Background: an optimization exercise with open tools, aiming at small area. Do not read the settings as production practice. The RTL was checked by simulation tests, not by an equivalence proof against the original design. No run shown here takes its clock network from TritonCTS; it comes from the design's own scripts or RTL. The flow treats the clock pin as an ideal source. Dropping or thinning the clock tree relies on that and would not hold on a real chip. Power figures rest on the tool's default switching activity, not on a simulated workload.

==> design.v <==
module cajero(
  Clk, Reset, PIN, TARJETA_RECIBIDA, TIPO_TRANS, DIGITO, DIGITO_STB,
  MONTO, MONTO_STB, BALANCE_ACTUALIZADO, ENTREGAR_DINERO, FONDOS_INSUFICIENTES,
  PIN_INCORRECTO, ADVERTENCIA, Bloqueo, TIPO_STB
);
input Clk, Reset, TARJETA_RECIBIDA, TIPO_TRANS, DIGITO_STB, MONTO_STB, TIPO_STB;
input [15:0] PIN;
input [3:0] DIGITO;
input [31:0] MONTO;
output reg BALANCE_ACTUALIZADO, ENTREGAR_DINERO, FONDOS_INSUFICIENTES, PIN_INCORRECTO, ADVERTENCIA, Bloqueo;
reg [2:0] q, nq;
reg [1:0] w, nw;
reg [15:0] dig;            
reg [31:0] r;              
wire [31:0] nr;
wire C     = TARJETA_RECIBIDA;
wire lt4   = ~q[2];                      
wire n4    = q[2] & q[1] & ~q[0];        
wire trans = q[2] & q[0];                
wire lock  = q[2] & ~q[1] & ~q[0];
wire match = (dig == PIN);
wire shift = C & DIGITO_STB & lt4;       
wire ok    = C & n4 & match;             
wire go    = ok & TIPO_STB;              
wire bad   = C & n4 & ~match;            
wire L3    = C & w[1] & ~w[0];           
wire tm    = trans & MONTO_STB;          
wire sub = q[1];             
wire rst = ~Reset;
wire [31:0] p, g;         
wire [32:0] c;
wire ge = c[32];
wire upd = tm & (~q[1] | ge);
wire nupd = ~upd;
assign c[0] = sub;
cj_bit_e b0 (.r(r[0]), .m(MONTO[0]), .sub(sub), .c(c[0]), .upd(upd), .rst(rst), .p(p[0]), .g(g[0]), .nr(nr[0]));
cj_ce k0 (.p(p[0]), .g(g[0]), .c(c[0]), .y(c[1]));
cj_bit_o b1 (.r(r[1]), .m(MONTO[1]), .sub(sub), .nc(c[1]), .upd(upd), .nupd(nupd), .rn(Reset), .p(p[1]), .tq(g[1]), .nr(nr[1]));
cj_co k1 (.p(p[1]), .r(r[1]), .tq(g[1]), .c(c[1]), .y(c[2]));
cj_bit_e b2 (.r(r[2]), .m(MONTO[2]), .sub(sub), .c(c[2]), .upd(upd), .rst(rst), .p(p[2]), .g(g[2]), .nr(nr[2]));
cj_ce k2 (.p(p[2]), .g(g[2]), .c(c[2]), .y(c[3]));
cj_bit_o b3 (.r(r[3]), .m(MONTO[3]), .sub(sub), .nc(c[3]), .upd(upd), .nupd(nupd), .rn(Reset), .p(p[3]), .tq(g[3]), .nr(nr[3]));
cj_co k3 (.p(p[3]), .r(r[3]), .tq(g[3]), .c(c[3]), .y(c[4]));
cj_bit_e b4 (.r(r[4]), .m(MONTO[4]), .sub(sub), .c(c[4]), .upd(upd), .rst(rst), .p(p[4]), .g(g[4]), .nr(nr[4]));
cj_ce k4 (.p(p[4]), .g(g[4]), .c(c[4]), .y(c[5]));
cj_bit_o b5 (.r(r[5]), .m(MONTO[5]), .sub(sub), .nc(c[5]), .upd(upd), .nupd(nupd), .rn(Reset), .p(p[5]), .tq(g[5]), .nr(nr[5]));
cj_co k5 (.p(p[5]), .r(r[5]), .tq(g[5]), .c(c[5]), .y(c[6]));
cj_bit_e b6 (.r(r[6]), .m(MONTO[6]), .sub(sub), .c(c[6]), .upd(upd), .rst(rst), .p(p[6]), .g(g[6]), .nr(nr[6]));
cj_ce k6 (.p(p[6]), .g(g[6]), .c(c[6]), .y(c[7]));
cj_bit_o b7 (.r(r[7]), .m(MONTO[7]), .sub(sub), .nc(c[7]), .upd(upd), .nupd(nupd), .rn(Reset), .p(p[7]), .tq(g[7]), .nr(nr[7]));
cj_co k7 (.p(p[7]), .r(r[7]), .tq(g[7]), .c(c[7]), .y(c[8]));
cj_bit_e b8 (.r(r[8]), .m(MONTO[8]), .sub(sub), .c(c[8]), .upd(upd), .rst(rst), .p(p[8]), .g(g[8]), .nr(nr[8]));
cj_ce k8 (.p(p[8]), .g(g[8]), .c(c[8]), .y(c[9]));
cj_bit_o b9 (.r(r[9]), .m(MONTO[9]), .sub(sub), .nc(c[9]), .upd(upd), .nupd(nupd), .rn(Reset), .p(p[9]), .tq(g[9]), .nr(nr[9]));
cj_co k9 (.p(p[9]), .r(r[9]), .tq(g[9]), .c(c[9]), .y(c[10]));
cj_bit_e b10 (.r(r[10]), .m(MONTO[10]), .sub(sub), .c(c[10]), .upd(upd), .rst(rst), .p(p[10]), .g(g[10]), .nr(nr[10]));
cj_ce k10 (.p(p[10]), .g(g[10]), .c(c[10]), .y(c[11]));
cj_bit_o b11 (.r(r[11]), .m(MONTO[11]), .sub(sub), .nc(c[11]), .upd(upd), .nupd(nupd), .rn(Reset), .p(p[11]), .tq(g[11]), .nr(nr[11]));
cj_co k11 (.p(p[11]), .r(r[11]), .tq(g[11]), .c(c[11]), .y(c[12]));
cj_bit_e b12 (.r(r[12]), .m(MONTO[12]), .sub(sub), .c(c[12]), .upd(upd), .rst(rst), .p(p[12]), .g(g[12]), .nr(nr[12]));
cj_ce k12 (.p(p[12]), .g(g[12]), .c(c[12]), .y(c[13]));
cj_bit_o b13 (.r(r[13]), .m(MONTO[13]), .sub(sub), .nc(c[13]), .upd(upd), .nupd(nupd), .rn(Reset), .p(p[13]), .tq(g[13]), .nr(nr[13]));
cj_co k13 (.p(p[13]), .r(r[13]), .tq(g[13]), .c(c[13]), .y(c[14]));
cj_bit_e b14 (.r(r[14]), .m(MONTO[14]), .sub(sub), .c(c[14]), .upd(upd), .rst(rst), .p(p[14]), .g(g[14]), .nr(nr[14]));
cj_ce k14 (.p(p[14]), .g(g[14]), .c(c[14]), .y(c[15]));
cj_bit_o b15 (.r(r[15]), .m(MONTO[15]), .sub(sub), .nc(c[15]), .upd(upd), .nupd(nupd), .rn(Reset), .p(p[15]), .tq(g[15]), .nr(nr[15]));
wire [8:1] g1;
wire p1;
cj_inv gg1_0 (.a(g[8]), .y(g1[1]));
cj_co gg1_1 (.p(p[9]), .r(r[9]), .tq(g[9]), .c(g1[1]), .y(g1[2]));
cj_ce gg1_2 (.p(p[10]), .g(g[10]), .c(g1[2]), .y(g1[3]));
cj_co gg1_3 (.p(p[11]), .r(r[11]), .tq(g[11]), .c(g1[3]), .y(g1[4]));
cj_ce gg1_4 (.p(p[12]), .g(g[12]), .c(g1[4]), .y(g1[5]));
cj_co gg1_5 (.p(p[13]), .r(r[13]), .tq(g[13]), .c(g1[5]), .y(g1[6]));
cj_ce gg1_6 (.p(p[14]), .g(g[14]), .c(g1[6]), .y(g1[7]));
cj_co gg1_7 (.p(p[15]), .r(r[15]), .tq(g[15]), .c(g1[7]), .y(g1[8]));
cj_and8 pp1 (.a(p[15:8]), .y(p1));
cj_skip sk1 (.s(p1), .a1(c[8]), .a0(g1[8]), .y(c[16]));
cj_bit_e b16 (.r(r[16]), .m(MONTO[16]), .sub(sub), .c(c[16]), .upd(upd), .rst(rst), .p(p[16]), .g(g[16]), .nr(nr[16]));
cj_ce k16 (.p(p[16]), .g(g[16]), .c(c[16]), .y(c[17]));
cj_bit_o b17 (.r(r[17]), .m(MONTO[17]), .sub(sub), .nc(c[17]), .upd(upd), .nupd(nupd), .rn(Reset), .p(p[17]), .tq(g[17]), .nr(nr[17]));
cj_co k17 (.p(p[17]), .r(r[17]), .tq(g[17]), .c(c[17]), .y(c[18]));
cj_bit_e b18 (.r(r[18]), .m(MONTO[18]), .sub(sub), .c(c[18]), .upd(upd), .rst(rst), .p(p[18]), .g(g[18]), .nr(nr[18]));
cj_ce k18 (.p(p[18]), .g(g[18]), .c(c[18]), .y(c[19]));
cj_bit_o b19 (.r(r[19]), .m(MONTO[19]), .sub(sub), .nc(c[19]), .upd(upd), .nupd(nupd), .rn(Reset), .p(p[19]), .tq(g[19]), .nr(nr[19]));
cj_co k19 (.p(p[19]), .r(r[19]), .tq(g[19]), .c(c[19]), .y(c[20]));
cj_bit_e b20 (.r(r[20]), .m(MONTO[20]), .sub(sub), .c(c[20]), .upd(upd), .rst(rst), .p(p[20]), .g(g[20]), .nr(nr[20]));
cj_ce k20 (.p(p[20]), .g(g[20]), .c(c[20]), .y(c[21]));
cj_bit_o b21 (.r(r[21]), .m(MONTO[21]), .sub(sub), .nc(c[21]), .upd(upd), .nupd(nupd), .rn(Reset), .p(p[21]), .tq(g[21]), .nr(nr[21]));
cj_co k21 (.p(p[21]), .r(r[21]), .tq(g[21]), .c(c[21]), .y(c[22]));
cj_bit_e b22 (.r(r[22]), .m(MONTO[22]), .sub(sub), .c(c[22]), .upd(upd), .rst(rst), .p(p[22]), .g(g[22]), .nr(nr[22]));
cj_ce k22 (.p(p[22]), .g(g[22]), .c(c[22]), .y(c[23]));
cj_bit_o b23 (.r(r[23]), .m(MONTO[23]), .sub(sub), .nc(c[23]), .upd(upd), .nupd(nupd), .rn(Reset), .p(p[23]), .tq(g[23]), .nr(nr[23]));
wire [8:1] g2;
wire p2;
cj_inv gg2_0 (.a(g[16]), .y(g2[1]));
cj_co gg2_1 (.p(p[17]), .r(r[17]), .tq(g[17]), .c(g2[1]), .y(g2[2]));
cj_ce gg2_2 (.p(p[18]), .g(g[18]), .c(g2[2]), .y(g2[3]));
cj_co gg2_3 (.p(p[19]), .r(r[19]), .tq(g[19]), .c(g2[3]), .y(g2[4]));
cj_ce gg2_4 (.p(p[20]), .g(g[20]), .c(g2[4]), .y(g2[5]));
cj_co gg2_5 (.p(p[21]), .r(r[21]), .tq(g[21]), .c(g2[5]), .y(g2[6]));
cj_ce gg2_6 (.p(p[22]), .g(g[22]), .c(g2[6]), .y(g2[7]));
cj_co gg2_7 (.p(p[23]), .r(r[23]), .tq(g[23]), .c(g2[7]), .y(g2[8]));
cj_and8 pp2 (.a(p[23:16]), .y(p2));
cj_skip sk2 (.s(p2), .a1(c[16]), .a0(g2[8]), .y(c[24]));
cj_bit_e b24 (.r(r[24]), .m(MONTO[24]), .sub(sub), .c(c[24]), .upd(upd), .rst(rst), .p(p[24]), .g(g[24]), .nr(nr[24]));
cj_ce k24 (.p(p[24]), .g(g[24]), .c(c[24]), .y(c[25]));
cj_bit_o b25 (.r(r[25]), .m(MONTO[25]), .sub(sub), .nc(c[25]), .upd(upd), .nupd(nupd), .rn(Reset), .p(p[25]), .tq(g[25]), .nr(nr[25]));
cj_co k25 (.p(p[25]), .r(r[25]), .tq(g[25]), .c(c[25]), .y(c[26]));
cj_bit_e b26 (.r(r[26]), .m(MONTO[26]), .sub(sub), .c(c[26]), .upd(upd), .rst(rst), .p(p[26]), .g(g[26]), .nr(nr[26]));
cj_ce k26 (.p(p[26]), .g(g[26]), .c(c[26]), .y(c[27]));
cj_bit_o b27 (.r(r[27]), .m(MONTO[27]), .sub(sub), .nc(c[27]), .upd(upd), .nupd(nupd), .rn(Reset), .p(p[27]), .tq(g[27]), .nr(nr[27]));
cj_co k27 (.p(p[27]), .r(r[27]), .tq(g[27]), .c(c[27]), .y(c[28]));
cj_bit_e b28 (.r(r[28]), .m(MONTO[28]), .sub(sub), .c(c[28]), .upd(upd), .rst(rst), .p(p[28]), .g(g[28]), .nr(nr[28]));
cj_ce k28 (.p(p[28]), .g(g[28]), .c(c[28]), .y(c[29]));
cj_bit_o b29 (.r(r[29]), .m(MONTO[29]), .sub(sub), .nc(c[29]), .upd(upd), .nupd(nupd), .rn(Reset), .p(p[29]), .tq(g[29]), .nr(nr[29]));
cj_co k29 (.p(p[29]), .r(r[29]), .tq(g[29]), .c(c[29]), .y(c[30]));
cj_bit_e b30 (.r(r[30]), .m(MONTO[30]), .sub(sub), .c(c[30]), .upd(upd), .rst(rst), .p(p[30]), .g(g[30]), .nr(nr[30]));
cj_ce k30 (.p(p[30]), .g(g[30]), .c(c[30]), .y(c[31]));
cj_bit_o b31 (.r(r[31]), .m(MONTO[31]), .sub(sub), .nc(c[31]), .upd(upd), .nupd(nupd), .rn(Reset), .p(p[31]), .tq(g[31]), .nr(nr[31]));
wire [8:1] g3;
wire p3;
cj_inv gg3_0 (.a(g[24]), .y(g3[1]));
cj_co gg3_1 (.p(p[25]), .r(r[25]), .tq(g[25]), .c(g3[1]), .y(g3[2]));
cj_ce gg3_2 (.p(p[26]), .g(g[26]), .c(g3[2]), .y(g3[3]));
cj_co gg3_3 (.p(p[27]), .r(r[27]), .tq(g[27]), .c(g3[3]), .y(g3[4]));
cj_ce gg3_4 (.p(p[28]), .g(g[28]), .c(g3[4]), .y(g3[5]));
cj_co gg3_5 (.p(p[29]), .r(r[29]), .tq(g[29]), .c(g3[5]), .y(g3[6]));
cj_ce gg3_6 (.p(p[30]), .g(g[30]), .c(g3[6]), .y(g3[7]));
cj_co gg3_7 (.p(p[31]), .r(r[31]), .tq(g[31]), .c(g3[7]), .y(g3[8]));
cj_and8 pp3 (.a(p[31:24]), .y(p3));
cj_skip sk3 (.s(p3), .a1(c[24]), .a0(g3[8]), .y(c[32]));
always @(posedge Clk)
  if (shift) dig <= {dig[11:0], DIGITO};
always @(*) begin
  BALANCE_ACTUALIZADO = upd;
  ENTREGAR_DINERO = tm & q[1] & ge;
  FONDOS_INSUFICIENTES = tm & q[1] & ~ge;
  PIN_INCORRECTO = bad;
  ADVERTENCIA = C & w[1] & w[0];
  Bloqueo = lock | L3;
end
always @(*) begin
  nq = q; nw = w;
  if (shift) nq = {q[1] & ~q[0], q[1] | q[0], ~q[1]};    
  if (go) nq = {1'b1, TIPO_TRANS, 1'b1};
  if (bad | tm) nq = 3'b000;
  if (ok) nw = 2'b00;
  if (bad) nw = {w[0], ~w[1]};                          
  if (L3) begin
    nq = 3'b100;
    nw = 2'b00;
  end
end
always @(posedge Clk) begin
  if (!Reset) begin
    q <= 3'b000;
    w <= 2'b00;
  end else begin
    q <= nq;
    w <= nw;
  end
  r <= nr;    
end
endmodule
module cj_bit_e(input r, input m, input sub, input c, input upd, input rst,
                output p, output g, output nr);
  wire t = m ^ sub;
  assign p = r ^ t;
  assign g = r & t;
  assign nr = ~rst & (upd ? (p ^ c) : r);
endmodule
module cj_bit_o(input r, input m, input sub, input nc, input upd, input nupd, input rn,
                output p, output tq, output nr);
  assign tq = ~(m ^ sub);
  assign p = ~(r ^ tq);
  assign nr = ~(rn & ~((upd & ~(p ^ nc)) | (nupd & r)));
endmodule
module cj_ce(input p, input g, input c, output y);
  assign y = ~(g | (p & c));
endmodule
module cj_co(input p, input r, input tq, input c, output y);
  assign y = ~((r | tq) & (p | c));
endmodule
module cj_inv(input a, output y);
  assign y = ~a;
endmodule
module cj_skip(input s, input a1, input a0, output y);
  assign y = a0 | (s & a1);
endmodule
module cj_and8(input [7:0] a, output y);
  assign y = a[0] & a[2] & a[4] & a[6] & ~(a[1] | a[3] | a[5] | a[7]);
endmodule
==> flow/run.sh <==
#!/bin/bash
# Own layout flow: the standard ORFS flow with two changes:
#  - synthesis maps the logic with an area-oriented ABC script (flow/abc_area.script),
#  - ports are buffered with sky130_fd_sc_hd__buf_1 instead of the default buffer,
#  - the clock tree is four clkbuf_8 driven by the clock port (flow/my_cts.tcl).
# Each tool's output goes to the ORFS logs under orfs/logs; make's own output to make_*.log.
set -euo pipefail
work=$(pwd)
rm -rf "$work/scripts_area"
cp -r "$FLOW_HOME/scripts" "$work/scripts_area"
cp "$work/flow/abc_area.script" "$work/scripts_area/abc_area.script"
# clock tree: the clock port drives three clkbuf_8, one per cluster of flip-flops
cp "$work/flow/my_cts.tcl" "$work/scripts_area/my_cts.tcl"
sed -i 's|^log_cmd clock_tree_synthesis {\*}\$cts_args$|source $::env(SCRIPTS_DIR)/my_cts.tcl\nmy_cts 3 sky130_fd_sc_hd__clkbuf_8\nset_propagated_clock [all_clocks]|' "$work/scripts_area/cts.tcl"
grep -q "^my_cts 3" "$work/scripts_area/cts.tcl"
bash standard.sh SCRIPTS_DIR="$work/scripts_area" ABC_AREA=1 \
  "BUFFER_PORTS_ARGS=-buffer_cell sky130_fd_sc_hd__buf_1" \
  finish > "$work/make_finish.log" 2>&1
==> flow/abc_area.script <==
strash
dch
map -a
topo
stime -c
==> flow/my_cts.tcl <==
# Clock tree: the clock port drives NLEAF clock buffers directly, each driving
# the flip-flops of one cluster (clusters of equal size from k-means on the
# flip-flop locations).
proc my_cts { nleaf buf } {
  set block [ord::get_db_block]
  set pins {}
  set pts {}
  foreach p [get_pins -of_objects [get_nets Clk]] {
    if { [get_property $p direction] != "input" } { continue }
    set inst [[sta::sta_to_db_pin $p] getInst]
    set bb [$inst getBBox]
    lappend pins $p
    lappend pts [list [expr ([$bb xMin] + [$bb xMax]) / 2.0] [expr ([$bb yMin] + [$bb yMax]) / 2.0]]
  }
  set n [llength $pins]
  # initial centers: spread along sorted x+y
  set order [lsort -real -indices [lmap pt $pts { expr [lindex $pt 0] + [lindex $pt 1] }]]
  set centers {}
  for { set k 0 } { $k < $nleaf } { incr k } {
    lappend centers [lindex $pts [lindex $order [expr int(($k + 0.5) * $n / $nleaf)]]]
  }
  for { set it 0 } { $it < 50 } { incr it } {
    # balanced assignment: at most cap flip-flops per cluster, nearest first
    set cap [expr ($n + $nleaf - 1) / $nleaf]
    set cand {}
    for { set i 0 } { $i < $n } { incr i } {
      set pt [lindex $pts $i]
      for { set k 0 } { $k < $nleaf } { incr k } {
        set c [lindex $centers $k]
        lappend cand [list [expr abs([lindex $pt 0] - [lindex $c 0]) + abs([lindex $pt 1] - [lindex $c 1])] $i $k]
      }
    }
    set asg [lrepeat $n -1]
    set fill [lrepeat $nleaf 0]
    foreach cd [lsort -real -index 0 $cand] {
      lassign $cd d i k
      if { [lindex $asg $i] >= 0 || [lindex $fill $k] >= $cap } { continue }
      lset asg $i $k
      lset fill $k [expr [lindex $fill $k] + 1]
    }
    set nc {}
    for { set k 0 } { $k < $nleaf } { incr k } {
      set sx 0; set sy 0; set cnt 0
      foreach pt $pts a $asg { if { $a == $k } { set sx [expr $sx + [lindex $pt 0]]; set sy [expr $sy + [lindex $pt 1]]; incr cnt } }
      if { $cnt > 0 } { lappend nc [list [expr $sx / $cnt] [expr $sy / $cnt]] } else { lappend nc [lindex $centers $k] }
    }
    set centers $nc
  }
  set dbu [$block getDbUnitsPerMicron]
  for { set k 0 } { $k < $nleaf } { incr k } {
    set grp {}
    foreach p $pins a $asg { if { $a == $k } { lappend grp $p } }
    if { [llength $grp] == 0 } { continue }
    set c [lindex $centers $k]
    puts "clock cluster $k: [llength $grp] flip-flops at [expr [lindex $c 0] / $dbu] [expr [lindex $c 1] / $dbu]"
    insert_buffer -buffer_cell $buf -net Clk -load_pins $grp \
      -location [list [expr [lindex $c 0] / $dbu] [expr [lindex $c 1] / $dbu]] \
      -buffer_name clkbuf_leaf_$k -net_name clknet_leaf_$k
  }
}
==> standard.sh <==
#!/bin/bash
# synth_recipe.tcl (not shown) runs the flow's synth.tcl, then flattens the netlist and writes it again
# the make line also repeats each setting of config.mk as NAME=value (left out here)
make -C /OpenROAD-flow-scripts/flow DESIGN_CONFIG=/design/flow/config.mk WORK_HOME=/design/flow/orfs CLKGATE_MAP_FILE= SYNTH_SCRIPT=/design/flow/synth_recipe.tcl "${@:-finish}"
==> config.mk <==
export PLATFORM = sky130hd
export DESIGN_NAME = cajero
export DESIGN_NICKNAME = cajero
export VERILOG_FILES = /design/flow/design.v
export SDC_FILE = /design/flow/constraint.sdc
export NUM_CORES = 4
export LEC_CHECK = 0
export CAP_MARGIN = 20
export CORE_MARGIN = 2
export CORE_UTILIZATION = 40
export SLEW_MARGIN = 20
export SYNTH_HIERARCHICAL = 1
export SYNTH_MINIMUM_KEEP_SIZE = 0
==> constraint.sdc <==
create_clock -name core_clock -period 6.0 [get_ports {Clk}]
set_input_delay 1.2000 -clock core_clock [delete_from_list [all_inputs] [get_ports {Clk}]]
set_output_delay 1.2000 -clock core_clock [all_outputs]
set_load 0.01 [all_outputs]
==> results.toml, run 1 <==
[outcome]
status = "no timing/DRC/antenna violations"

[floorplan]
pin_count = 65
core_area_mm2 = 0.00781
fp.dieH_um = 94.0
rows = 32
dieArea_mm2 = 0.00884
chipWidth_um = 94.0
start_util_pct = 41.5

[logic_synthesis]
synth-edff-count = 16
syn_avg_cell_area_um2 = 9.40
post_synth_num_cell_types = 25
synth_cells = 345
yosysWarningCount = 7
synth_fp_nets = 420
synth-main-ff-cell = "dfxtp_1"
synth_top_area_cell = "dfxtp_1"
synthTopCellsByArea = "dfxtp_1, xnor2_1, edfxtp_1, xor2_1, ha_1"
ys_ff_latch = 53
async_reset_ff_share_pct = 0
ys_seq_area_share_pct = 37.7
yosys-top-cells-count = "xnor2_1, dfxtp_1, a21oi_1"
synth_top_cell_area_share_pct = 22.8
syn_area_mm2 = 0.00324
synth.most_common_cell = "xnor2_1"

[clock_network]
postCtsSetupBuffers = 0
clk_pin_slew_ps = 110
clk_latency_ps = 180
postCtsHoldBufs = 0
ctsResizeCount = 0

[timing]
drv_slew = 0
fin_skew_ps = 12.4
rsz0062_at_grt = "no"
worstMarginPinSlew_ps = 637
setup_tns_ps = 0
finalHoldViolCount = 0
relSlewSlack_pct = 56.4
max_freq_mhz = 179
period_share_pct = 93.0
fin_crit_ps = 5580
setup-violations-final = 0

[route]
num_vias = 2633
first_pass_iters = 4
detail-route-antenna-nets = 0
drt-total-wl_mm = 6.97
routed-wl-met3_um = 213
met1_length_mm = 3.49
vias_per_cell = 5.05
dr_wl_met2_mm = 3.22
wl_per_cell_um = 13.4
drc = 0
dr.first_iter.drc_count = 104
top_layer = "met4"

[global_route]
grt_max_degree = 27
grt_pass1_wl_mm = 11.3
antenna_found_initial = 0
grt-ovfl-total = 0
grt_usage_pct = 15.4
grt_pass1_vias = 2459

[setup_path]
crit_path_start_kind = "primary input"
worstPathArrival_ps = 4380
cp_max_fo = 3
slowest_delay_ps = 300
crit_type = "primary input to output pin"
path_cells = "buf_1, xor2_1, ha_1, a21oi_1, o22ai_1, a21oi_1, o22ai_1, a21oi_1, o22ai_1, a21oi_1, o22ai_1, a21o_2, a21o_2, a21o_2, nor3_1, buf_1"
crit_family = "compound AO/OA/AOI/OAI gates"
critPathBufInv = 2
crit_slowest_cell = "ha_1"
cp.required_ps = 4800
end_kind = "output pin"

[final_layout]
drive_gt1_share_pct = 4.53
antenna_cells = 0
fin_nets = 496
area_growth_pct = 14.6

[run]
maxCapViolations = 0

[power_and_ir_drop]
irDropWorstVdd_mv = 0.106
fin_total_pwr_mw = 0.667
p_leak_nw = 1.27
power.density_mw_per_mm2 = 179

[placed_design]
hpwlAfterDp_mm = 5.29
gp_congestion = 0.770
portBuffers = 64

[hold_path]
worst_hold_path_type = "flip-flop to flip-flop"
placed cells by master (no fill, tap or decap), drive strengths merged, types with 4 or more instances in the layout:
cell type	synthesis	routed
a211oi	16	16
a21oi	30	30
a22oi	18	18
buf	0	71
clkinv	16	16
dfxtp	37	37
edfxtp	16	16
ha	16	16
nand2	23	23
nand3	4	4
nand4	5	5
nor2	21	21
nor3	7	7
nor3b	4	4
o22ai	25	25
xnor2	70	70
xor2	23	23
registers in the layout (all words and copies together) (netlist names):
signal	count
w	2
dig	16
q	3
r	32
path summary, 6_finish.rpt:
check	from	end	slack [ps]	cells past startpoint
worst max register to register	q[1]	r[31]	1380	22
worst min register to register	dig[3]	dig[7]	480	0
worst min-delay path	dig[3]	dig[7]	480	0
worst max-delay path	MONTO[0]	FONDOS_INSUFICIENTES	420	16
modules after synthesis (local to each module, per instance), excerpt:
module / cell area (um^2) / cells / flops+latches / times used
cj_inv: 3.75 / 1 / 0 / 3
cajero: 1610 / 120 / 53 / 1
cj_bit_e: 41.3 / 5 / 0 / 16
cj_bit_o: 37.5 / 5 / 0 / 16
cj_skip: 8.76 / 1 / 0 / 3
cj_ce: 5.00 / 1 / 0 / 25
cj_co: 6.26 / 1 / 0 / 25
power by group:
group | leakage (nW) | total (mW) | switching [mW] | internal [mW]
sequential | 0.449 | 0.385 | 0.00634 | 0.379
combinational | 0.796 | 0.137 | 0.0741 | 0.0625
clock | 0.0216 | 0.145 | 0.0983 | 0.0469
total | 1.27 | 0.667 | 0.179 | 0.488
logic make-up (layout without fill, tap and decap cells):
logic type / after synthesis / count (layout) / share of synthesized area, %
XOR/XNOR: 93 / 93 / 25.1
flip-flops: 53 / 53 / 37.7
buffers and inverters: 16 / 90 / 1.85
AND/OR/NAND/NOR: 69 / 69 / 9.68
adder cells (fa/ha/maj): 16 / 16 / 6.17
AO/OA/AOI/OAI: 98 / 98 / 19.5
metrics by stage:
| step | hold WS [ps] | cell area (um^2) | utilization [%] | worst slack [ps] | instances |
|---|---|---|---|---|---|
| finish | 476 | 3720 | 47.6 | 420 | 521 |
| detailed placement | 450 | 3680 | 47.1 | 414 | 518 |
| floorplan | 435 | 3250 | - | 168 | 345 |
| global placement | 440 | 3680 | 47.1 | 490 | 518 |
| global route | 497 | 3720 | 47.6 | 128 | 521 |
| CTS | 478 | 3720 | 47.6 | 396 | 521 |
layer usage:
metal  vias up  global-route usage [%]
li1       1406                       -
met1      1179                    23.0
met2        44                    26.0
met3         4                   0.562
met4         0                    1.09
met5         -                       0
layout make-up, without the clock buffers:
class | instances | area, um^2
multi-input cells | 276 | 1970
repair buffers | 71 | 293
flip-flops and latches | 53 | 1220
fillers | 779 | 4090
inverters | 16 | 60.1
well taps | 102 | 128
==> run 2: changes to the inputs <==
--- a/flow/run.sh
+++ b/flow/run.sh
@@ -4,3 +4,3 @@
 #  - ports are buffered with sky130_fd_sc_hd__buf_1 instead of the default buffer,
-#  - the clock tree is four clkbuf_8 driven by the clock port (flow/my_cts.tcl).
+#  - the clock tree is three clkbuf_8 driven by the clock port (flow/my_cts.tcl).
 # Each tool's output goes to the ORFS logs under orfs/logs; make's own output to make_*.log.
==> run 2 against run 1 <==
  * Utilization unchanged
  * Synthesized cell count unchanged
  * Area after synthesis unchanged
  * Clock skew is the same
  * Die area unchanged
  * Still clean
  * Highest routed layer unchanged
  * Cell area unchanged
  * Sequential power hardly changed
  * Cell count stayed put
  * Hold slack is the same
==> results.toml, run 2 <==
[final_layout]
design_area_mm2 = 0.00372
largest_register = "r"
fill_cells = 779
fin_nets = 496
layout_commonest_cell = "xnor2_1"
largest_reg_flops = 32
fin_util_pct = 47.6
area_growth_pct = 14.6
drive_gt1_share_pct = 4.53
most-common-layout-cells = "xnor2_1, buf_1, dfxtp_1"
antenna_cells = 0
reg_top3 = "r (32), dig (16), q (3)"

[outcome]
status = "no timing/DRC/antenna violations"

[global_route]
grt_pass1_vias = 2459
antenna_found_initial = 0
grt-ovfl-total = 0
grt_pass1_wl_mm = 11.3
grt_usage_pct = 15.4
grt_max_degree = 27

[timing]
relSlewSlack_pct = 56.4
rsz0062_at_grt = "no"
period_share_pct = 93.0
fin_crit_ps = 5580
setup_tns_ps = 0
finalHoldViolCount = 0
max_freq_mhz = 179
drv_slew = 0
worstMarginPinSlew_ps = 637
fin_skew_ps = 12.4
setup-violations-final = 0

[clock_network]
clk_pin_slew_ps = 110
postCtsSetupBuffers = 0
postCtsHoldBufs = 0
ctsResizeCount = 0
clk_latency_ps = 180

[power_and_ir_drop]
power.density_mw_per_mm2 = 179
p_switching_mw = 0.179
p_leak_nw = 1.27
clkPwrFrac_pct = 21.8
pwr-share-seq_pct = 57.7
swShare_pct = 26.8
p_comb_share_pct = 20.5
irDropWorstVdd_mv = 0.106
p_int_mw = 0.488

[logic_synthesis]
synth_top_cell_area_share_pct = 22.8
yosysWarningCount = 7
ys_ff_latch = 53
synth-main-ff-cell = "dfxtp_1"
async_reset_ff_share_pct = 0
synth_fp_nets = 420
yosys-top-cells-count = "xnor2_1, dfxtp_1, a21oi_1"
ys_seq_area_share_pct = 37.7
synth-edff-count = 16
synth_top_area_cell = "dfxtp_1"
synthTopCellsByArea = "dfxtp_1, xnor2_1, edfxtp_1, xor2_1, ha_1"
syn_avg_cell_area_um2 = 9.40
synth.most_common_cell = "xnor2_1"
syn_area_mm2 = 0.00324
synth_cells = 345
post_synth_num_cell_types = 25

[floorplan]
rows = 32
pin_count = 65
start_util_pct = 41.5
fp.dieH_um = 94.0
chipWidth_um = 94.0
core_area_mm2 = 0.00781
dieArea_mm2 = 0.00884

[route]
first_pass_iters = 4
vias_per_cell = 5.05
wl_per_cell_um = 13.4
drc = 0
detail-route-antenna-nets = 0
drt-total-wl_mm = 6.97
num_vias = 2633
dr.first_iter.drc_count = 104

[hold_path]
worst_hold_path_type = "flip-flop to flip-flop"

[placed_design]
portBuffers = 64
hpwlAfterDp_mm = 5.29
placed_area_mm2 = 0.00368
gp_congestion = 0.770

[run]
maxCapViolations = 0

[setup_path]
cp_max_fo = 3
end_kind = "output pin"
worstPathArrival_ps = 4380
crit_path_start_kind = "primary input"
crit_type = "primary input to output pin"
cp.required_ps = 4800
-- run 2: cell type report, without the clock buffers --
class                           count  area [um^2]  area share, %
Multi-Input combinational cell    276         1970           53.1
Sequential cell                    53         1220           32.9
Inverter                           16         60.1           1.62
Timing Repair Buffer               71          293           7.88
Tap cell                          102          128           3.43
-- run 2: per-module statistics from Yosys (local to each module, per instance) --
| module | flip-flops and latches | times used | cells |
|---|---|---|---|
| cajero | 53 | 1 | 120 |
| cj_and8 | 0 | 3 | 3 |
| cj_bit_e | 0 | 16 | 5 |
| cj_bit_o | 0 | 16 | 5 |
| cj_ce | 0 | 25 | 1 |
| cj_co | 0 | 25 | 1 |
| cj_inv | 0 | 3 | 1 |
| cj_skip | 0 | 3 | 1 |
-- run 2: power by group through the flow --
stage	Sequential [mW]	Combinational [mW]	Clock [mW]
floorplan	0.394	0.0961	0
global placement	0.393	0.135	0
detailed placement	0.393	0.137	0
CTS	0.385	0.138	0.150
global route	0.387	0.153	0.166
finish	0.385	0.137	0.145
-- run 2: path summary, 6_finish.rpt --
check                 from                   end  slack [ps]  cells after the start
setup / recovery  MONTO[0]  FONDOS_INSUFICIENTES         420                     16
hold / removal      dig[3]                dig[7]         480                      0
setup reg to reg      q[1]                 r[31]        1380                     22
hold reg to reg     dig[3]                dig[7]         480                      0
-- run 2: kinds of logic after synthesis --
| group | share of synthesized area, % |
|---|---|
| AOI/OAI and AO/OA | 19.5 |
| xor gates and xnor gates | 25.1 |
| and+or+nand+nor | 9.68 |
| DFF | 37.7 |
| buffers and inverters | 1.85 |
| adders and majority gates | 6.17 |
-- run 2: metal layers --
layer  global-route usage, %  up-vias  part of all wire [%]
met1                    23.0     1179                    50
met5                       0        -                     0
met4                    1.09        0                  0.80
li1                        -     1406                     -
met2                    26.0       44                    46
met3                   0.562        4                   3.1
-- run 2: critical path, cell delays in order --
cell and delay [ps]:
buf_1 80, xor2_1 130, ha_1 300, a21oi_1 230
o22ai_1 150, a21oi_1 230, o22ai_1 150, a21oi_1 230
o22ai_1 150, a21oi_1 250, o22ai_1 190, a21o_2 250
a21o_2 220, a21o_2 210, nor3_1 220, buf_1 180
-- run 2: per-stage QoR --
step	hold WS (ps)	power (mW)	setup slack (ps)	cells
floorplan	435	0.490	168	345
global placement	440	0.528	490	518
detailed placement	450	0.530	414	518
CTS	478	0.673	396	521
global route	497	0.705	128	521
finish	476	0.667	420	521
==> run 3: changes to the inputs <==
--- a/config.mk
+++ b/config.mk
@@ -9,3 +9,3 @@
 export CORE_MARGIN = 2
-export CORE_UTILIZATION = 40
+export CORE_UTILIZATION = 65
 export SLEW_MARGIN = 20
==> run 3 against run 2 <==
  * Worst setup slack improved by 13 ps
  * Critical path type unchanged
  * Sequential share of layout area rose by 0.46 points
  * Still clean on timing, DRC and antenna
  * Maximum frequency rose by 0.23%
  * Cell area fell by 1.4%
==> results.toml, run 3 <==
[logic_synthesis]
synth-main-ff-cell = "dfxtp_1"
synthSimpleGateAreaFrac_pct = 9.68
syn_avg_cell_area_um2 = 9.40
synth_fp_nets = 420
post_synth_num_cell_types = 25
synth_top_cell_area_share_pct = 22.8
yosysWarningCount = 7
synth_top_family_by_area = "XOR/XNOR gates"
ys_seq_area_share_pct = 37.7
synth_xor_area_share_pct = 25.1
async_reset_ff_share_pct = 0
synth_cells = 345
synth_top_area_cell = "dfxtp_1"
ys_ff_latch = 53
synth.most_common_cell = "xnor2_1"
synthTopCellsByArea = "dfxtp_1, xnor2_1, edfxtp_1, xor2_1, ha_1"
syn_area_mm2 = 0.00324
yosys-top-cells-count = "xnor2_1, dfxtp_1, a21oi_1"
synth_compound_area_share_pct = 19.5
synthMuxAreaShare_pct = 0
synth-edff-count = 16
synth_fa_ha_area_share_pct = 6.17

[floorplan]
fp.dieH_um = 74.6
dieArea_mm2 = 0.00557
chipWidth_um = 74.6
start_util_pct = 68.2
rows = 25
core_area_mm2 = 0.00475
pin_count = 65

[clock_network]
clk_latency_ps = 170
clk_pin_slew_ps = 110
ctsResizeCount = 0
postCtsSetupBuffers = 0
postCtsHoldBufs = 0

[placed_design]
gp_congestion = 0.821
dp_cells = 482
portBuffers = 64
place_ws_ps = 458
hpwlAfterDp_mm = 4.95

[timing]
fin_skew_ps = 8.66
setup-violations-final = 0
finalWorstSetupSlack_ps = 433
fin_crit_ps = 5570
hold_ws_ps = 482
rsz0062_at_grt = "no"
relSlewSlack_pct = 56.8
finalHoldViolCount = 0
max_freq_mhz = 180
setup_tns_ps = 0
worstMarginPinSlew_ps = 632
drv_slew = 0
period_share_pct = 92.8

[power_and_ir_drop]
power.density_mw_per_mm2 = 182
irDropWorstVdd_mv = 0.115
p_leak_nw = 1.26

[setup_path]
path_cells = "buf_1, xor2_1, ha_1, a21oi_1, o22ai_1, a21oi_1, o22ai_1, a21oi_1, o22ai_1, a21oi_1, o22ai_1, a21o_2, a21o_2, a21o_2, nor3_1, buf_1"
crit_slowest_cell = "ha_1"
end_kind = "output pin"
r2r-end = "r[31]"
cp.required_ps = 4800
crit_family = "compound AO/OA/AOI/OAI gates"
path_depth = 16
crit_path_start_kind = "primary input"
regToRegSetupSlack_ps = 1130
critPathBufInv = 2
worstPathArrival_ps = 4370
r2r_cells = 22
cp_max_fo = 3
crit_type = "primary input to output pin"
slowest_delay_ps = 320
r2r-start = "q[1]"

[final_layout]
antenna_cells = 0
seqCellArea_mm2 = 0.00122
fill_cells = 366
fin_cells = 485
multi_input_area_mm2 = 0.00197
drive_gt1_share_pct = 4.31
reg_top3 = "r (32), dig (16), q (3)"
area_growth_pct = 13.0
most-common-layout-cells = "xnor2_1, buf_1, dfxtp_1"
layout_commonest_cell = "xnor2_1"
fin_nets = 495
largest_reg_flops = 32
largest_register = "r"

[hold_path]
hold_path_depth = 0
min_to = "dig[7]"
min-delay-start = "dig[3]"
worst_hold_path_type = "flip-flop to flip-flop"

[route]
dr.first_iter.drc_count = 150
num_vias = 2719
wl_per_cell_um = 13.5
drt-total-wl_mm = 6.54
vias_per_cell = 5.61
detail-route-antenna-nets = 0
first_pass_iters = 4
drc = 0

[run]
maxCapViolations = 0

[global_route]
grt_pass1_wl_mm = 10.8
grt_usage_pct = 23.7
grt-ovfl-total = 0
grt_pass1_vias = 2474
antenna_found_initial = 0
grt_max_degree = 50

[outcome]
status = "no timing/DRC/antenna violations"
==> run 3: changes by cell type in the layout (fill, tap and decap cells not counted) <==
cell	delta
buf_4	-1
==> run 3: cell families after synthesis <==
logic type | Yosys count
xor gates and xnor gates | 93
adders and majority gates | 16
DFF | 53
and+or+nand+nor | 69
buffers and inverters | 16
AOI/OAI and AO/OA | 98
==> run 3: layout make-up, without the clock buffers <==
cell class | count | share of cell area, %
well taps | 67 | 2.29
repair buffers | 70 | 7.78
flip-flops and latches | 53 | 33.3
inverters | 16 | 1.64
multi-input cells | 276 | 53.8
==> run 3: through the flow <==
| stage | utilization, % | area (um^2) | power (mW) |
|---|---|---|---|
| final | 77.1 | 3670 | 0.666 |
| after CTS | 77.1 | 3670 | 0.669 |
| after global routing | 77.1 | 3670 | 0.696 |
| after detailed placement | 76.2 | 3620 | 0.529 |
| after floorplan | - | 3250 | 0.490 |
| after global placement | 76.2 | 3620 | 0.525 |
==> run 3: power by group <==
group | internal, mW | switching (mW)
sequential | 0.379 | 0.00757
clock | 0.0469 | 0.0971
combinational | 0.0624 | 0.0730
total | 0.488 | 0.178
==> run 3: worst max-delay path by stage <==
| stage | start | endpoint |
|---|---|---|
| final | MONTO[0] | FONDOS_INSUFICIENTES |
| after global routing | MONTO[0] | FONDOS_INSUFICIENTES |
| after CTS | MONTO[0] | FONDOS_INSUFICIENTES |
| after detailed placement | MONTO[0] | FONDOS_INSUFICIENTES |
| after global placement | MONTO[0] | FONDOS_INSUFICIENTES |
| after floorplan | MONTO[0] | r[11] |
==> run 3: per-module statistics from Yosys, one instance, submodules excluded <==
module	copies in the design	cell area [um^2]	cells
cj_bit_e	16	41.3	5
cj_inv	3	3.75	1
cajero	1	1610	120
cj_skip	3	8.76	1
cj_co	25	6.26	1
cj_ce	25	5.00	1
cj_and8	3	18.8	3
cj_bit_o	16	37.5	5
==> run 3: worst reg2reg max path: cells and delay by family (launching register included) <==
family	cells	cell delay (ps)
flip-flops	1	610
adder cells (fa/ha/maj)	1	270
AND/OR/NAND/NOR	1	70
XOR/XNOR	2	290
AO/OA/AOI/OAI	18	3540
==> run 3: per-layer routing <==
metal	share of wire [%]	wire (um)	GRT usage, %	up-vias
met3	4.6	299	1.61	8
li1	-	-	-	1409
met5	0	0	0	-
met4	1.3	85	3.17	0
met2	48	3150	42.3	66
met1	46	3010	32.7	1236
==> run 4: changes to the inputs <==
--- a/design.v
+++ b/design.v
@@ -20,3 +20,4 @@
 wire lock  = q[2] & ~q[1] & ~q[0];
-wire match = (dig == PIN);
+wire match;
+cj_eq eq (.a(dig), .b(PIN), .y(match));
 wire shift = C & DIGITO_STB & lt4;       
@@ -187,2 +188,18 @@
 endmodule
+module cj_eq(input [15:0] a, input [15:0] b, output y);
+  wire [15:0] x;
+  genvar i;
+  generate
+    for (i = 0; i < 16; i = i + 1) begin : eqb
+      cj_xnor xn (.a(a[i]), .b(b[i]), .y(x[i]));
+    end
+  endgenerate
+  cj_all16 al (.a(x), .y(y));
+endmodule
+module cj_xnor(input a, input b, output y);
+  assign y = ~(a ^ b);
+endmodule
+module cj_all16(input [15:0] a, output y);
+  assign y = &a;
+endmodule
 module cj_skip(input s, input a1, input a0, output y);
==> flow/abc_area.script (replaced) <==
strash
dch
map -a
strash
dch
map -a
topo
stime -c
--- a/config.mk
+++ b/config.mk
@@ -7,6 +7,6 @@
 export LEC_CHECK = 0
-export CAP_MARGIN = 20
+export CAP_MARGIN = 5
 export CORE_MARGIN = 2
 export CORE_UTILIZATION = 65
-export SLEW_MARGIN = 20
+export SLEW_MARGIN = 5
 export SYNTH_HIERARCHICAL = 1
==> run 4 against run 3 <==
  * Sequential power hardly changed
  * Wire length down 3.5%
  * Power decreased by 3.3%
  * Critical path type unchanged
  * Worst setup slack improved by 35 ps
  * Global-route usage is 1.4 points lower
  * Area after synthesis down 0.77%
  * Cell count shrank 1.4%
  * Highest routed layer unchanged
  * Combinational power decreased by 9%
==> results.toml, run 4 <==
[outcome]
status = "no timing/DRC/antenna violations"

[route]
num_vias = 2630
wl_per_cell_um = 13.2
vias_per_cell = 5.50
dr.first_iter.drc_count = 86
drc = 0
first_pass_iters = 4
drt-total-wl_mm = 6.31
detail-route-antenna-nets = 0

[setup_path]
crit_slowest_cell = "ha_1"
crit_family = "compound AO/OA/AOI/OAI gates"
path_cells = "buf_1, xor2_1, ha_1, a21oi_1, o22ai_1, a21oi_1, o22ai_1, a21oi_1, o22ai_1, a21oi_1, o22ai_1, a21o_2, a21o_2, a21o_2, nor3_1, buf_1"
end_kind = "output pin"
cp_max_fo = 3
cp.required_ps = 4800
crit_type = "primary input to output pin"
crit_path_start_kind = "primary input"
worstPathArrival_ps = 4330
critPathBufInv = 2
slowest_delay_ps = 300

[timing]
fin_skew_ps = 8.84
drv_slew = 0
finalHoldViolCount = 0
worstMarginPinSlew_ps = 631
relSlewSlack_pct = 57.7
setup-violations-final = 0
period_share_pct = 92.2
rsz0062_at_grt = "no"
finalWorstSetupSlack_ps = 468
fin_crit_ps = 5530
setup_tns_ps = 0
max_freq_mhz = 181

[clock_network]
postCtsHoldBufs = 0
clk_pin_slew_ps = 100
postCtsSetupBuffers = 0
clk_latency_ps = 160
ctsResizeCount = 0

[logic_synthesis]
synth-edff-count = 16
synthMuxAreaShare_pct = 0
synth_xor_area_share_pct = 26.1
synth_cells = 340
synth-main-ff-cell = "dfxtp_1"
synth_top_area_cell = "dfxtp_1"
synth_compound_area_share_pct = 18.9
synthTopCellsByArea = "dfxtp_1, xnor2_1, edfxtp_1, ha_1, o22ai_1"
post_synth_num_cell_types = 21
synth_fa_ha_area_share_pct = 6.22
yosys-top-cells-count = "xnor2_1, dfxtp_1, a21oi_1, o22ai_1, nor2_1"
yosysWarningCount = 7
ys_ff_latch = 53
synth_top_cell_area_share_pct = 23.0
syn_avg_cell_area_um2 = 9.46
ys_seq_area_share_pct = 37.9
synth_fp_nets = 415
synthSimpleGateAreaFrac_pct = 9.10
syn_area_mm2 = 0.00322
async_reset_ff_share_pct = 0
synth.most_common_cell = "xnor2_1"
synth_top_family_by_area = "XOR/XNOR gates"

[final_layout]
reg_top3 = "r (32), dig (16), q (3)"
most-common-layout-cells = "xnor2_1, buf_1, dfxtp_1"
fin_nets = 488
drive_gt1_share_pct = 2.92
largest_reg_flops = 32
largest_register = "r"
antenna_cells = 0
fin_cells = 478
design_area_mm2 = 0.00363
area_growth_pct = 12.7
layout_commonest_cell = "xnor2_1"

[placed_design]
hpwlAfterDp_mm = 4.75
place_ws_ps = 486
dp_cells = 475
portBuffers = 64
placed_area_mm2 = 0.00358
gp_congestion = 0.807

[floorplan]
dieArea_mm2 = 0.00553
rows = 25
chipWidth_um = 74.4
core_area_mm2 = 0.00475
fp.dieH_um = 74.4
start_util_pct = 67.7
pin_count = 65

[global_route]
grt_pass1_vias = 2306
antenna_found_initial = 0
grt-ovfl-total = 0
grt_usage_pct = 22.3
grt_max_degree = 50
grt_pass1_wl_mm = 10.0

[power_and_ir_drop]
p_leak_nw = 1.22
power.density_mw_per_mm2 = 177
irDropWorstVdd_mv = 0.215
fin_total_pwr_mw = 0.643

[hold_path]
worst_hold_path_type = "flip-flop to flip-flop"

[run]
maxCapViolations = 0
[run 4: power breakdown]
| part | switching [mW] | total, mW | internal, mW |
|---|---|---|---|
| clock | 0.0891 | 0.136 | 0.0467 |
| sequential | 0.00654 | 0.385 | 0.378 |
| combinational | 0.0654 | 0.123 | 0.0573 |
| total | 0.161 | 0.643 | 0.482 |
[run 4: logic make-up (layout without fill, tap and decap cells)]
logic type,count (synthesis),count (layout)
adder cells (fa/ha/maj),16,16
buffers and inverters,15,86
AO/OA/AOI/OAI,94,94
XOR/XNOR,96,96
AND/OR/NAND/NOR,66,66
flip-flops,53,53
[run 4: cell type report, without the clock buffers]
type	instances	area (um^2)
repair buffers	68	270
multi-input cells	272	1950
flip-flops and latches	53	1220
inverters	15	56.3
fillers	386	1130
well taps	67	83.8
[run 4: metal layers]
metal  vias up  share of wire, %  GRT usage (%)
met5         -                 0              0
met4         0              0.97           2.98
met3         6               3.4           1.49
met2        48                50           41.7
met1      1198                46           28.9
li1       1378                 -              -
[run 4: Yosys stat by module, one instance, submodules excluded, a selection]
| module | cells | cell area (um^2) |
|---|---|---|
| cj_skip | 1 | 8.76 |
| cj_all16 | 5 | 31.3 |
| cj_xnor | 1 | 8.76 |
| cajero | 94 | 1410 |
| cj_bit_e | 5 | 41.3 |
| cj_bit_o | 5 | 37.5 |
| cj_and8 | 3 | 18.8 |
| cj_co | 1 | 6.26 |
[run 4: worst paths after layout]
check                                             to  cells past startpoint  slack (ps)      from
worst max-delay path            FONDOS_INSUFICIENTES                     16         470  MONTO[0]
worst min-delay path                         dig[12]                      0         480    dig[8]
worst max register to register                 r[31]                     22        1370      q[1]
worst min register to register               dig[12]                      0         480    dig[8]
[run 4: stage by stage]
step                utilization (%)  hold WS, ps
floorplan                         -          449
finish                         76.3          482
global placement               75.4          453
global route                   76.3          495
CTS                            76.3          483
detailed placement             75.4          459
==> run 5: changes to the inputs <==
==> flow/abc_area.script (replaced) <==
strash
dch
map -a
topo
stime -c
--- a/config.mk
+++ b/config.mk
@@ -7,6 +7,6 @@
 export LEC_CHECK = 0
-export CAP_MARGIN = 5
+export CAP_MARGIN = 20
 export CORE_MARGIN = 2
 export CORE_UTILIZATION = 65
-export SLEW_MARGIN = 5
+export SLEW_MARGIN = 20
 export SYNTH_HIERARCHICAL = 1
==> run 5 against run 4 <==
  * Sequential share of layout area decreased by 0.093 points
  * Register-to-register slack worse by 170 ps
  * Combinational power up 11%
  * Clock power rose by 6%
  * Die area up 0.30%
  * Global-route usage up 1.5 points
  * Utilization is 0.21 points higher
  * Maximum frequency shrank 0.37%
  * Critical path depth unchanged
  * Wire length up 5.5%
  * Largest cell class unchanged
  * Cell count up 0.21%
==> results.toml, run 5 <==
[power_and_ir_drop]
irDropWorstVdd_mv = 0.125
p_leak_nw = 1.23
p_comb_share_pct = 20.4
swShare_pct = 26.7
p_int_mw = 0.488
p_switching_mw = 0.178
pwr-share-seq_pct = 58.0
clkPwrFrac_pct = 21.6
fin_total_pwr_mw = 0.666
power.density_mw_per_mm2 = 183

[logic_synthesis]
synth-main-ff-cell = "dfxtp_1"
syn_area_mm2 = 0.00323
post_synth_num_cell_types = 24
yosysWarningCount = 7
synth_fp_nets = 416
synth-edff-count = 16
synth_cells = 341
ys_seq_area_share_pct = 37.8
synth_top_cell_area_share_pct = 22.9
async_reset_ff_share_pct = 0
ys_ff_latch = 53
syn_avg_cell_area_um2 = 9.47
synth_top_area_cell = "dfxtp_1"
yosys-top-cells-count = "xnor2_1, dfxtp_1, a21oi_1"
synthTopCellsByArea = "dfxtp_1, xnor2_1, edfxtp_1, ha_1, o22ai_1"
synth.most_common_cell = "xnor2_1"

[placed_design]
placed_area_mm2 = 0.00359
hpwlAfterDp_mm = 4.85
portBuffers = 64
gp_congestion = 0.850
place_ws_ps = 450

[timing]
period_share_pct = 92.5
finalWorstSetupSlack_ps = 448
rsz0062_at_grt = "no"
drv_slew = 0
relSlewSlack_pct = 43.2
fin_skew_ps = 15.2
finalHoldViolCount = 0
setup-violations-final = 0
worstMarginPinSlew_ps = 851
fin_crit_ps = 5550
max_freq_mhz = 180
setup_tns_ps = 0

[clock_network]
postCtsSetupBuffers = 0
ctsResizeCount = 0
clk_pin_slew_ps = 120
postCtsHoldBufs = 0
clk_latency_ps = 170

[route]
drt-total-wl_mm = 6.66
num_vias = 2713
detail-route-antenna-nets = 0
drc = 0
first_pass_iters = 5
wl_per_cell_um = 13.9
dr.first_iter.drc_count = 124
vias_per_cell = 5.66

[global_route]
grt_usage_pct = 23.8
grt_max_degree = 50
grt-ovfl-total = 0
grt_pass1_wl_mm = 10.8
grt_pass1_vias = 2515
antenna_found_initial = 0

[final_layout]
antenna_cells = 0
reg_top3 = "r (32), dig (16), q (3)"
fin_nets = 489
fin_util_pct = 76.5
layout_commonest_cell = "xnor2_1"
most-common-layout-cells = "xnor2_1, buf_1, dfxtp_1"
largest_reg_flops = 32
area_growth_pct = 12.6
largest_register = "r"
drive_gt1_share_pct = 3.40
design_area_mm2 = 0.00364

[hold_path]
worst_hold_path_type = "flip-flop to flip-flop"

[floorplan]
fp.dieH_um = 74.5
rows = 25
core_area_mm2 = 0.00475
chipWidth_um = 74.5
pin_count = 65
dieArea_mm2 = 0.00555
start_util_pct = 67.9

[setup_path]
worstPathArrival_ps = 4350
cp.required_ps = 4800
end_kind = "output pin"
crit_family = "compound AO/OA/AOI/OAI gates"
crit_type = "primary input to output pin"
crit_slowest_cell = "ha_1"
slowest_delay_ps = 320
path_cells = "buf_1, xor2_1, ha_1, a21oi_1, o22ai_1, a21oi_1, o22ai_1, a21oi_1, o22ai_1, a21oi_1, o22ai_1, a21o_2, a21o_2, a21o_2, nor3_1, buf_1"
crit_path_start_kind = "primary input"
critPathBufInv = 2
cp_max_fo = 3

[outcome]
status = "no timing/DRC/antenna violations"

[run]
maxCapViolations = 0
## run 5: final cells by class, without the clock buffers
type                    count  area, um^2
repair buffers             68         270
inverters                  15        56.3
well taps                  67        83.8
multi-input cells         273        1960
fillers                   387        1120
flip-flops and latches     53        1220
## run 5: kinds of logic after synthesis
family	synth area share, %
XOR/XNOR	26.0
AO/OA/AOI/OAI	19.0
AND/OR/NAND/NOR	9.19
flip-flops	37.8
adder cells (fa/ha/maj)	6.20
buffers and inverters	1.74
## run 5: worst paths after layout
| check | endpoint | start | slack (ps) | cells after the start |
|---|---|---|---|---|
| setup / recovery | FONDOS_INSUFICIENTES | MONTO[0] | 450 | 16 |
| hold / removal | dig[4] | dig[0] | 490 | 0 |
| setup reg to reg | r[31] | q[1] | 1200 | 22 |
| hold reg to reg | dig[4] | dig[0] | 490 | 0 |
## run 5: power by group through the flow
stage          combinational, mW  sequential [mW]  clock, mW
3_3_place_gp               0.131            0.394          0
4_1_cts                    0.136            0.386      0.145
3_5_place_dp               0.134            0.394          0
5_1_grt                    0.151            0.387      0.154
2_1_floorplan             0.0968            0.394          0
6_report                   0.136            0.386      0.144
## run 5: metal layers
layer	GRT usage (%)	wire length, um
met4	2.98	70
met5	0	0
met1	32.0	2890
met3	1.36	308
met2	43.4	3390
## run 5: stage by stage
stage	std cells	hold WS, ps
final	479	495
after CTS	479	493
after detailed placement	476	459
after floorplan	341	449
after global routing	479	496
after global placement	476	456
## run 5: Yosys stat by module (local to each module, per instance), excerpt
module / copies in the design / cells
cajero: 1 / 95
cj_bit_e: 16 / 5
cj_bit_o: 16 / 5
cj_all16: 1 / 5
cj_and8: 3 / 3
cj_skip: 3 / 1
cj_xnor: 16 / 1
cj_co: 25 / 1
cj_ce: 25 / 1
cj_inv: 3 / 1
==> run 6: changes to the inputs <==
==> flow/abc_area.script (replaced) <==
strash
dch
map -a
strash
dch
map -a
topo
stime -c
==> run 6 against run 5 <==
  * Wire length down 5.3%
  * Clock power down 6%
  * Largest power group unchanged
  * Hold slack worse by 13 ps
  * Power down 3.4%
  * Cell count down 0.21%
  * Global-route usage down 1.5 points
==> results.toml, run 6 <==
[outcome]
status = "no timing/DRC/antenna violations"

[logic_synthesis]
async_reset_ff_share_pct = 0
synth-main-ff-cell = "dfxtp_1"
ys_ff_latch = 53
synthTopCellsByArea = "dfxtp_1, xnor2_1, edfxtp_1, ha_1, o22ai_1"
yosysWarningCount = 7
post_synth_num_cell_types = 21
synth_top_area_cell = "dfxtp_1"
syn_area_mm2 = 0.00322
yosys-top-cells-count = "xnor2_1, dfxtp_1, a21oi_1, o22ai_1, nor2_1"
synth_top_cell_area_share_pct = 23.0
synth_fp_nets = 415
synth_cells = 340
synth.most_common_cell = "xnor2_1"
synth-edff-count = 16
ys_seq_area_share_pct = 37.9
syn_avg_cell_area_um2 = 9.46

[final_layout]
fin_nets = 488
area_growth_pct = 12.7
antenna_cells = 0
largest_register = "r"
layout_commonest_cell = "xnor2_1"
most-common-layout-cells = "xnor2_1, buf_1, dfxtp_1"
reg_top3 = "r (32), dig (16), q (3)"
fill_cells = 386
drive_gt1_share_pct = 2.92
largest_reg_flops = 32

[run]
maxCapViolations = 0

[timing]
setup-violations-final = 0
finalWorstSetupSlack_ps = 468
worstMarginPinSlew_ps = 631
setup_tns_ps = 0
hold_ws_ps = 482
finalHoldViolCount = 0
rsz0062_at_grt = "no"
max_freq_mhz = 181
fin_skew_ps = 8.84
fin_crit_ps = 5530
relSlewSlack_pct = 57.7
period_share_pct = 92.2
drv_slew = 0

[setup_path]
regToRegSetupSlack_ps = 1370
worstPathArrival_ps = 4330
crit_type = "primary input to output pin"
r2r-end = "r[31]"
r2r-start = "q[1]"
r2r_cells = 22
path_cells = "buf_1, xor2_1, ha_1, a21oi_1, o22ai_1, a21oi_1, o22ai_1, a21oi_1, o22ai_1, a21oi_1, o22ai_1, a21o_2, a21o_2, a21o_2, nor3_1, buf_1"
cp_max_fo = 3
path_depth = 16
crit_start = "MONTO[0]"
end_kind = "output pin"
crit_path_start_kind = "primary input"
slowest_delay_ps = 300
crit_family = "compound AO/OA/AOI/OAI gates"
crit_slowest_cell = "ha_1"
cp.required_ps = 4800
critPathBufInv = 2
crit_end = "FONDOS_INSUFICIENTES"

[route]
dr.first_iter.drc_count = 86
wl_per_cell_um = 13.2
first_pass_iters = 4
drt-total-wl_mm = 6.31
vias_per_cell = 5.50
num_vias = 2630
detail-route-antenna-nets = 0
drc = 0

[floorplan]
core_area_mm2 = 0.00475
chipWidth_um = 74.4
rows = 25
fp.dieH_um = 74.4
start_util_pct = 67.7
pin_count = 65
dieArea_mm2 = 0.00553

[power_and_ir_drop]
p_leak_nw = 1.22
irDropWorstVdd_mv = 0.215
fin_total_pwr_mw = 0.643
power.density_mw_per_mm2 = 177

[placed_design]
hpwlAfterDp_mm = 4.75
gp_congestion = 0.807
place_ws_ps = 486
portBuffers = 64

[hold_path]
worst_hold_path_type = "flip-flop to flip-flop"

[global_route]
grt-ovfl-total = 0
antenna_found_initial = 0
grt_usage_pct = 22.3
grt_pass1_vias = 2306
grt_pass1_wl_mm = 10.0
grt_max_degree = 50

[clock_network]
clk_latency_ps = 160
ctsResizeCount = 0
postCtsHoldBufs = 0
postCtsSetupBuffers = 0
clk_pin_slew_ps = 100
## run 6: stage by stage
stage                     std cells  cell area, um^2  utilization, %
after CTS                       478             3630            76.3
after floorplan                 340             3220               -
after global routing            478             3630            76.3
final                           478             3630            76.3
after global placement          475             3580            75.4
after detailed placement        475             3580            75.4
## run 6: cell type report, without the clock buffers
type,count,area [um^2],area share [%]
inverter,15,56.3,1.55
multi-input combinational,272,1950,53.8
sequential,53,1220,33.7
tap,67,83.8,2.31
timing repair buffer,68,270,7.45
## run 6: worst min-delay path by stage
stage	startpoint	end	slack [ps]	depth (start not counted)
after CTS	dig[8]	dig[12]	480	0
after floorplan	dig[6]	dig[10]	450	0
after detailed placement	dig[8]	dig[12]	460	0
after global routing	dig[8]	dig[12]	490	0
final	dig[8]	dig[12]	480	0
after global placement	dig[8]	dig[12]	450	0
## run 6: routing by layer
metal  up-vias  wire length, um  track usage (%)
met1      1198             2870             28.9
li1       1378                -                -
met3         6              217             1.49
met5         -                0                0
met2        48             3160             41.7
met4         0               61             2.98
## run 6: cell families after synthesis
logic type                 synth area share (%)
xor gates and xnor gates                   26.1
AOI/OAI and AO/OA                          18.9
and+or+nand+nor                            9.10
DFF                                        37.9
adders and majority gates                  6.22
buffers and inverters                      1.75
## run 6: power by group
part / switching, mW / internal [mW] / leakage (nW)
logic: 0.0654 / 0.0573 / 0.750
clock network: 0.0891 / 0.0467 / 0.0216
registers: 0.00654 / 0.378 / 0.449
total: 0.161 / 0.482 / 1.22
## run 6: Yosys stat by module (local to each module, per instance), excerpt
module    area, um^2  flip-flops and latches  cells  copies in the design
cj_xnor         8.76                       0      1                    16
cj_bit_o        37.5                       0      5                    16
cj_ce           5.00                       0      1                    25
cj_inv          3.75                       0      1                     3
cj_bit_e        41.3                       0      5                    16
cj_co           6.26                       0      1                    25
cajero          1410                      53     94                     1
cj_all16        31.3                       0      5                     1
cj_skip         8.76                       0      1                     3
cj_and8         18.8                       0      3                     3
==> run 7: changes to the inputs <==
--- a/design.v
+++ b/design.v
@@ -10,4 +10,8 @@
 output reg BALANCE_ACTUALIZADO, ENTREGAR_DINERO, FONDOS_INSUFICIENTES, PIN_INCORRECTO, ADVERTENCIA, Bloqueo;
-reg [2:0] q, nq;
-reg [1:0] w, nw;
+reg [2:0] qs;              
+reg [1:0] ws;              
+reg [2:0] nq;
+reg [1:0] nw;
+wire [2:0] q = qs ^ 3'd4;
+wire [1:0] w = ws ^ 2'd1;
 reg [15:0] dig;            
@@ -157,7 +161,7 @@
   if (!Reset) begin
-    q <= 3'b000;
-    w <= 2'b00;
+    qs <= 3'd4;
+    ws <= 2'd1;
   end else begin
-    q <= nq;
-    w <= nw;
+    qs <= nq ^ 3'd4;
+    ws <= nw ^ 2'd1;
   end
--- a/flow/run.sh
+++ b/flow/run.sh
@@ -1,3 +1,3 @@
 #!/bin/bash
-# Own layout flow: the standard ORFS flow with two changes:
+# Own layout flow: the standard ORFS flow with these changes:
 #  - synthesis maps the logic with an area-oriented ABC script (flow/abc_area.script),
==> run 7 against run 6 <==
  * Still clean on timing, DRC and antenna
  * Combinational power decreased by 12%
  * Cell count decreased by 0.84%
  * Via count decreased by 0.27%
  * Clock power about the same
  * Maximum frequency increased by 1.1%
  * Hold slack got worse by 9.6 ps
  * Sequential power decreased by 2%
  * Register-to-register slack improved by 20 ps
  * Sequential share of layout area increased by 0.16 points
  * Power decreased by 3.4%
  * Critical endpoint unchanged
  * Largest cell class unchanged
  * Largest power group unchanged
  * Highest routed layer unchanged
==> results.toml, run 7 <==
[power_and_ir_drop]
fin_total_pwr_mw = 0.622
p_leak_nw = 1.23
irDropWorstVdd_mv = 0.180
power.density_mw_per_mm2 = 172

[floorplan]
pin_count = 65
start_util_pct = 67.8
fp.dieH_um = 74.2
dieArea_mm2 = 0.00550
rows = 25
chipWidth_um = 74.2
core_area_mm2 = 0.00472

[timing]
relSlewSlack_pct = 60.3
drv_slew = 0
period_share_pct = 91.2
finalHoldViolCount = 0
fin_crit_ps = 5470
rsz0062_at_grt = "no"
worstMarginPinSlew_ps = 592
setup_tns_ps = 0
fin_skew_ps = 9.00
setup-violations-final = 0
max_freq_mhz = 183

[setup_path]
crit_type = "primary input to output pin"
cp.required_ps = 4800
cp_max_fo = 3
end_kind = "output pin"
crit_path_start_kind = "primary input"
worstPathArrival_ps = 4270

[logic_synthesis]
post_synth_num_cell_types = 22
ys_seq_area_share_pct = 38.2
synth_top_cell_area_share_pct = 23.1
synth-edff-count = 16
synth_fp_nets = 411
synth-main-ff-cell = "dfxtp_1"
synthTopCellsByArea = "dfxtp_1, xnor2_1, edfxtp_1, ha_1, o22ai_1"
synth.most_common_cell = "xnor2_1"
syn_area_mm2 = 0.00320
synth_cells = 336
synth_top_area_cell = "dfxtp_1"
ys_ff_latch = 53
yosysWarningCount = 7
syn_avg_cell_area_um2 = 9.53
yosys-top-cells-count = "xnor2_1, dfxtp_1, a21oi_1"
async_reset_ff_share_pct = 0

[final_layout]
reg_top3 = "r (32), dig (16), qs (3)"
largest_reg_flops = 32
fin_nets = 484
drive_gt1_share_pct = 2.95
largest_register = "r"
fill_cells = 382
most-common-layout-cells = "xnor2_1, buf_1, dfxtp_1"
area_growth_pct = 12.7
layout_commonest_cell = "xnor2_1"
antenna_cells = 0

[clock_network]
postCtsSetupBuffers = 0
ctsResizeCount = 0
clk_latency_ps = 160
clk_pin_slew_ps = 110
postCtsHoldBufs = 0

[route]
num_vias = 2623
detail-route-antenna-nets = 0
dr.first_iter.drc_count = 98
drt-total-wl_mm = 6.18
vias_per_cell = 5.53
wl_per_cell_um = 13.0
first_pass_iters = 4
drc = 0

[placed_design]
portBuffers = 64
hpwlAfterDp_mm = 4.59
gp_congestion = 0.825

[global_route]
grt_pass1_vias = 2327
grt_max_degree = 50
antenna_found_initial = 0
grt_pass1_wl_mm = 9.83
grt_usage_pct = 21.9
grt-ovfl-total = 0

[hold_path]
worst_hold_path_type = "flip-flop to flip-flop"

[run]
maxCapViolations = 0

[outcome]
status = "no timing/DRC/antenna violations"
run 7: changes by cell type in the layout (fill, tap and decap cells not counted), sizes merged, moves of 2 or more:
| cell | previous run | this run |
|---|---|---|
| a22oi | 18 | 16 |
| clkinv | 15 | 11 |
| nand2 | 20 | 23 |
| nand3 | 3 | 5 |
| nor2 | 24 | 21 |
| nor3 | 8 | 6 |
run 7: cell type report, without the clock buffers:
cell class / count / area (um^2) / share of cell area [%]
inverters: 11 / 41.3 / 1.14
multi-input cells: 272 / 1950 / 54.0
flip-flops and latches: 53 / 1220 / 33.9
well taps: 67 / 83.8 / 2.32
repair buffers: 68 / 270 / 7.49
run 7: final timing paths:
check	from	end	slack, ps	cells after the start
worst max register to register	qs[1]	r[31]	1390	22
worst min register to register	dig[5]	dig[9]	470	0
worst max-delay path	MONTO[0]	FONDOS_INSUFICIENTES	530	16
worst min-delay path	dig[5]	dig[9]	470	0
run 7: kinds of logic (layout without fill, tap and decap cells):
kind of cell               count (synthesis)  count (layout)  synth area share, %
xor gates and xnor gates                  96              96                 26.3
AOI/OAI and AO/OA                         93              93                 18.7
and+or+nand+nor                           67              67                 9.34
buffers and inverters                     11              82                 1.29
adders and majority gates                 16              16                 6.25
DFF                                       53              53                 38.2
run 7: modules after synthesis, one instance, submodules excluded, a selection:
module / cells / cell area [um^2] / flip-flops and latches / times used
cajero: 90 / 1390 / 53 / 1
cj_bit_e: 5 / 41.3 / 0 / 16
cj_bit_o: 5 / 37.5 / 0 / 16
cj_all16: 5 / 31.3 / 0 / 1
cj_and8: 3 / 18.8 / 0 / 3
cj_skip: 1 / 8.76 / 0 / 3
cj_xnor: 1 / 8.76 / 0 / 16
cj_co: 1 / 6.26 / 0 / 25
cj_ce: 1 / 5.00 / 0 / 25
cj_inv: 1 / 3.75 / 0 / 3
run 7: power breakdown:
group          leakage (nW)  switching (mW)  internal (mW)
Combinational         0.756          0.0580         0.0499
Clock                0.0216          0.0891         0.0467
Sequential            0.450         0.00364          0.374
Total                  1.23           0.151          0.471
run 7: worst max-delay path: stages:
cell and delay, ps:
buf_1 80, xor2_1 140, ha_1 300, a21oi_1 220
o22ai_1 150, a21oi_1 220, o22ai_1 160, a21oi_1 230
o22ai_1 160, a21oi_1 230, o22ai_1 180, a21o_2 250
a21o_2 220, a21o_2 200, nor3_1 160, buf_1 170
run 7: per-layer routing:
| metal | vias to the layer above | part of all wire [%] | GRT usage, % |
|---|---|---|---|
| met5 | - | 0 | 0 |
| met4 | 0 | 1.2 | 2.42 |
| met3 | 6 | 3.3 | 0.949 |
| met2 | 46 | 48 | 40.8 |
| met1 | 1198 | 47 | 29.1 |
| li1 | 1373 | - | - |
run 7: stage by stage:
stage          setup WS (ps)  utilization, %  cells  instance area, um^2  hold slack, ps
6_report                 527            76.4    474                 3610             472
5_1_grt                  176            76.4    474                 3610             477
4_1_cts                  522            76.4    474                 3610             467
3_5_place_dp             530            75.5    471                 3570             458
3_3_place_gp             586            75.5    471                 3570             452
2_1_floorplan            116               -    336                 3210             449

-- afterwards: timing with drivers on the ports --
The results above use ideal ports. As a check the final layouts listed here were re-extracted and re-timed, cells and wires unchanged.
Step 1: set_driving_cell puts a clkbuf_16 on Clk and a buf_2 on each other input, an assumption about the parent block.
Step 2 also shifts input and output timing later by t, the mid clock arrival at the registers, as if the neighbouring blocks saw the same clock.
Three values: ideal, step 1, step 2; two values: the first two.
run	t, ns	setup slack, ns
run 1	0.216	0.420 / 0.399 / 0.399
run 2	0.216	0.420 / 0.399 / 0.399
run 3	0.210	0.433 / 0.414 / 0.414
run 4	0.204	0.468 / 0.448 / 0.448
run 5	0.214	0.448 / 0.428 / 0.428
run 6	0.204	0.468 / 0.448 / 0.448
run 7	0.207	0.527 / 0.508 / 0.495
After both steps every run listed still meets setup and hold.
